This design comes from an exercise in tuning for small area on the open sky130 flow, not from production work.
At most, simulation tests tie the RTL to the original design; equivalence was not proved.

Design rv32ic_core, start of the top module:
module rv32ic_core(
	input         clk,
	input         rst,
	output [31:0] bdi,
	output [31:0] baddr,
	output        bwr,
	output [1:0]  bsz,
	input  [31:0] bdo,
	input         brdy,
	input  [15:0] INT
);
Settings: LEC_CHECK=0, CAP_MARGIN=20, CORE_MARGIN=2, CORE_UTILIZATION=35, CTS_BUF_LIST=sky130_fd_sc_hd__clkbuf_8 sky130_fd_sc_hd__clkbuf_16, CTS_CLUSTER_DIAMETER=60, CTS_CLUSTER_SIZE=24, PLACE_DENSITY=0.55, SLEW_MARGIN=20; clock period 15.0 ns.
run.sh (not shown) runs the stock make flow with config.mk's settings and CLKGATE_MAP_FILE= SYNTH_SCRIPT=/design/flow/synth_recipe.tcl, a recipe that flattens the netlist after the stock synthesis.
Rerun with:
- CTS_BUF_LIST: sky130_fd_sc_hd__clkbuf_8 sky130_fd_sc_hd__clkbuf_16 -> sky130_fd_sc_hd__clkbuf_8
- CTS_CLUSTER_SIZE: 24 -> 16
Effect: The changed run completed without violations; die area stays the same; critical path depth stays the same; count of clock-buffer cells in the layout came out higher by 16; synthesized cell count does not change.
Function was not checked in any run of this note: the RTL went through the layout flow alone.

========
rv32ic_core, a different RTL version from the one above (not shown whole).
export LEC_CHECK = 0
export CAP_MARGIN = 5
export CORE_MARGIN = 2
export CORE_UTILIZATION = 35
export CTS_BUF_LIST = sky130_fd_sc_hd__clkbuf_8
export CTS_CLUSTER_DIAMETER = 60
export CTS_CLUSTER_SIZE = 16
export PLACE_DENSITY = 0.55
export SLEW_MARGIN = 5
export SYNTH_HIERARCHICAL = 1
export SYNTH_MINIMUM_KEEP_SIZE = 0
create_clock -name core_clock -period 15.0 [get_ports {clk}]
standard.sh (not shown) runs the stock make flow with config.mk's settings and CLKGATE_MAP_FILE= SYNTH_SCRIPT=/design/flow/synth_recipe.tcl, a recipe that flattens the netlist after the stock synthesis.
==> flow/flow/run.sh <==
#!/bin/bash
# The standard layout, with the port buffers that global placement inserts
# made from the smallest buffer cell instead of the resizer's default pick.
set -euo pipefail
export BUFFER_PORTS_ARGS="-buffer_cell sky130_fd_sc_hd__buf_1"
bash standard.sh > standard.log 2>&1
==> next run, changes <==
==> flow/flow/run.sh (replaced) <==
#!/bin/bash
# The standard layout, with:
#  - port buffers from the smallest buffer cell,
#  - clock tree without dummy loads,
#  - power recovery (downsizing off the critical paths) after global routing.
set -euo pipefail
export BUFFER_PORTS_ARGS="-buffer_cell sky130_fd_sc_hd__buf_1"
export CTS_ARGS="-sink_clustering_enable -repair_clock_nets -sink_clustering_size 16 -sink_clustering_max_diameter 60 -buf_list sky130_fd_sc_hd__clkbuf_8 -dont_use_dummy_load"
export RECOVER_POWER=100
bash standard.sh > standard.log 2>&1
Effect: This time the run completed and failed the layout checks on max-capacitance violations, max-slew violations. Worst setup slack got worse by 51 ps. Sequential cell count is unchanged. Final cell count went down slightly.
==> next run, changes <==
--- a/flow/flow/run.sh
+++ b/flow/flow/run.sh
@@ -5 +5,3 @@
-#  - power recovery (downsizing off the critical paths) after global routing.
+#  - power recovery (downsizing off the critical paths) after global routing,
+#    followed by a design repair of the slew and capacitance it broke
+#    (flow/post_grt.tcl, run at the end of the global route step).
@@ -9,0 +12 @@
+export POST_GLOBAL_ROUTE_TCL="$PWD/flow/post_grt.tcl"
==> flow/flow/post_grt.tcl (new file) <==
# After power recovery at the end of global routing: repair the slew and
# capacitance violations that downsizing left, route the changed nets
# incrementally, and write the route guides again for detailed routing.
estimate_parasitics -global_routing
global_route -start_incremental
repair_design -slew_margin 5 -cap_margin 5
detailed_placement
global_route -end_incremental
estimate_parasitics -global_routing
report_check_types -max_slew -max_capacitance -violators
write_guides $::env(RESULTS_DIR)/route.guide
The new run finished with timing, DRC and antenna clean.
Final area goes up by 1.8%.
Area after synthesis stays the same.
Utilization goes up by 0.69 points.
Count of clock-buffer cells in the layout does not change.
Worst hold slack hardly moves.
Worst setup slack gains 9.5 ps.
Non-clock buffer count goes up by 50.
==> next run, changes <==
==> flow/flow/run.sh (replaced) <==
#!/bin/bash
# The standard layout, with:
#  - port buffers from the smallest buffer cell,
#  - clock tree without dummy loads.
set -euo pipefail
export BUFFER_PORTS_ARGS="-buffer_cell sky130_fd_sc_hd__buf_1"
export CTS_ARGS="-sink_clustering_enable -repair_clock_nets -sink_clustering_size 16 -sink_clustering_max_diameter 60 -buf_list sky130_fd_sc_hd__clkbuf_8 -dont_use_dummy_load"
bash standard.sh > standard.log 2>&1
removed: flow/flow/post_grt.tcl
Die area stays the same.
Non-clock buffer count goes down by 50.
Wire length hardly moves.
Hold slack hardly moves.
==> next run, changes <==
==> flow/run.sh (new file) <==
#!/bin/bash
# synth_recipe.tcl (not shown) runs the flow's synth.tcl, then flattens the netlist and writes it again
# the make line also repeats each setting of config.mk as NAME=value (left out here)
make -C /OpenROAD-flow-scripts/flow DESIGN_CONFIG=/design/flow/config.mk WORK_HOME=/design/flow/orfs CLKGATE_MAP_FILE= SYNTH_SCRIPT=/design/flow/synth_recipe.tcl finish
CAP_MARGIN = 20   (was 5)
SLEW_MARGIN = 20   (was 5)
removed: flow/flow/run.sh
removed: flow/standard.sh
Outcome:
- The changed run went through all stages and came out clean
- final area came out higher by a few percent
- hold slack is better by 7.0 ps
- final cell count came out higher slightly
- register-to-register slack is better by 90 ps
- area after synthesis is unchanged
- synthesized cell count stays the same
- count of clock-buffer cells in the layout came out lower by 1

========
Starting RTL as in the previous note.
clock: 15.0 ns
lec_check: 0
cap_margin: 20
core_margin: 2
core_utilization: 35
cts_buf_list: sky130_fd_sc_hd__clkbuf_8
cts_cluster_diameter: 60
cts_cluster_size: 16
place_density: 0.55
slew_margin: 20
synth_hierarchical: 1
synth_minimum_keep_size: 0
==> flow/flow/run.sh <==
#!/bin/bash
# The standard layout, with the port buffers that global placement inserts
# made from the smallest buffer cell instead of the resizer's default pick.
set -euo pipefail
export BUFFER_PORTS_ARGS="-buffer_cell sky130_fd_sc_hd__buf_1"
bash standard.sh > standard.log 2>&1
The starting point finished with timing, DRC and antenna clean.
Edit:
--- a/flow/config.mk
+++ b/flow/config.mk
@@ -10 +10 @@
-export CORE_UTILIZATION = 35
+export CORE_UTILIZATION = 50
@@ -14 +14 @@
-export PLACE_DENSITY = 0.55
+export PLACE_DENSITY = 0.65
=> The changed run went through all stages and came out clean. Worst setup slack improved by 320 ps. Wire length falls by about 4.6%. Die area goes down by 30%. Via count came out higher by about 1.4%. First-iteration DRC count climbs by 17%.
Edit:
==> flow/flow/run.sh (replaced) <==
#!/bin/bash
# The standard layout, with:
#  - port buffers from the smallest buffer cell,
#  - clock tree without dummy loads.
set -euo pipefail
export BUFFER_PORTS_ARGS="-buffer_cell sky130_fd_sc_hd__buf_1"
export CTS_ARGS="-sink_clustering_enable -repair_clock_nets -sink_clustering_size 20 -sink_clustering_max_diameter 50 -buf_list sky130_fd_sc_hd__clkbuf_8 -dont_use_dummy_load"
bash standard.sh > standard.log 2>&1
--- a/flow/config.mk
+++ b/flow/config.mk
@@ -8 +8 @@
-export CAP_MARGIN = 20
+export CAP_MARGIN = 5
@@ -10 +10 @@
-export CORE_UTILIZATION = 50
+export CORE_UTILIZATION = 35
@@ -14,2 +14,2 @@
-export PLACE_DENSITY = 0.65
-export SLEW_MARGIN = 20
+export PLACE_DENSITY = 0.55
+export SLEW_MARGIN = 5
Outcome: Clock-buffer cell count increases by 18. Worst hold slack stays flat. Design area increases by 0.42%. Fmax decreases by 2.7%.
Edit:
==> flow/flow/run.sh (replaced) <==
#!/bin/bash
# The standard layout, with:
#  - port buffers from the smallest buffer cell,
#  - clock tree without dummy loads,
#  - after the standard synthesis, the larger plain buffers kept out of
#    the resizer's choice, so that repairs use small buffers.
set -euo pipefail
bash standard.sh synth > standard_synth.log 2>&1
export BUFFER_PORTS_ARGS="-buffer_cell sky130_fd_sc_hd__buf_1"
export CTS_ARGS="-sink_clustering_enable -repair_clock_nets -sink_clustering_size 16 -sink_clustering_max_diameter 60 -buf_list sky130_fd_sc_hd__clkbuf_8 -dont_use_dummy_load"
export DONT_USE_CELLS="sky130_fd_sc_hd__buf_4 sky130_fd_sc_hd__buf_6 sky130_fd_sc_hd__buf_8 sky130_fd_sc_hd__buf_12 sky130_fd_sc_hd__buf_16 sky130_fd_sc_hd__clkbuf_4 sky130_fd_sc_hd__clkbuf_16 sky130_fd_sc_hd__bufbuf_8 sky130_fd_sc_hd__bufbuf_16"
bash standard.sh > standard.log 2>&1
=> The changed run produced a clean layout; wire length hardly moves; utilization falls by 0.15 points.

[re-timing with driven ports]
In the flow no input, the clock included, has a driving cell. The finished layouts below were timed again as built, in two steps.
Step 1, drivers: a clkbuf_16 drives clk and a buf_2 each remaining input, both assumed.
Step 2 times the ports against the registers' clock, not the clock port: input delays grow and output delays shrink by t, the midpoint of the rising clock arrivals with the driver on.
Three values: no drivers, after step 1, after step 2; two values: the first two.
run | t, ns | setup slack, ns | clock arrival spread, ns | slew at the worst register clock pin (ns) | cell pins on the clock port's net
the first run of note 1 | 0.822 | 0.992 / 0.913 / 1.735 | 0.093 / 0.092 | 0.10 / 0.10 | 1
the second run of note 1 | 1.012 | 0.738 / 0.660 / 1.673 | 0.099 / 0.099 | 0.12 / 0.12 | 1
the first run of note 2 | 0.974 | 0.486 / 0.412 / 1.386 | 0.108 / 0.109 | 0.11 / 0.11 | 1
the second run of note 2 | 0.929 | 0.435 / 0.360 / 0.567 | 0.187 / 0.187 | 0.11 / 0.11 | 1
the third run of note 2 | 0.924 | 0.444 / 0.369 / 1.293 | 0.188 / 0.188 | 0.11 / 0.11 | 1
the fourth run of note 2 | 0.925 | 0.543 / 0.468 / 1.394 | 0.187 / 0.187 | 0.11 / 0.11 | 1
the fifth run of note 2 | 0.991 | 0.567 / 0.491 / 1.482 | 0.085 / 0.086 | 0.12 / 0.12 | 1
the first run of note 3 | 0.968 | 0.650 / 0.575 / 1.543 | 0.080 / 0.080 | 0.12 / 0.12 | 1
the second run of note 3 | 0.962 | 0.972 / 0.890 / 1.852 | 0.061 / 0.060 | 0.11 / 0.11 | 1
the third run of note 3 | 0.949 | 0.589 / 0.512 / 1.461 | 0.163 / 0.163 | 0.12 / 0.12 | 1
the fourth run of note 3 | 0.925 | 0.543 / 0.468 / 1.394 | 0.187 / 0.187 | 0.11 / 0.11 | 1
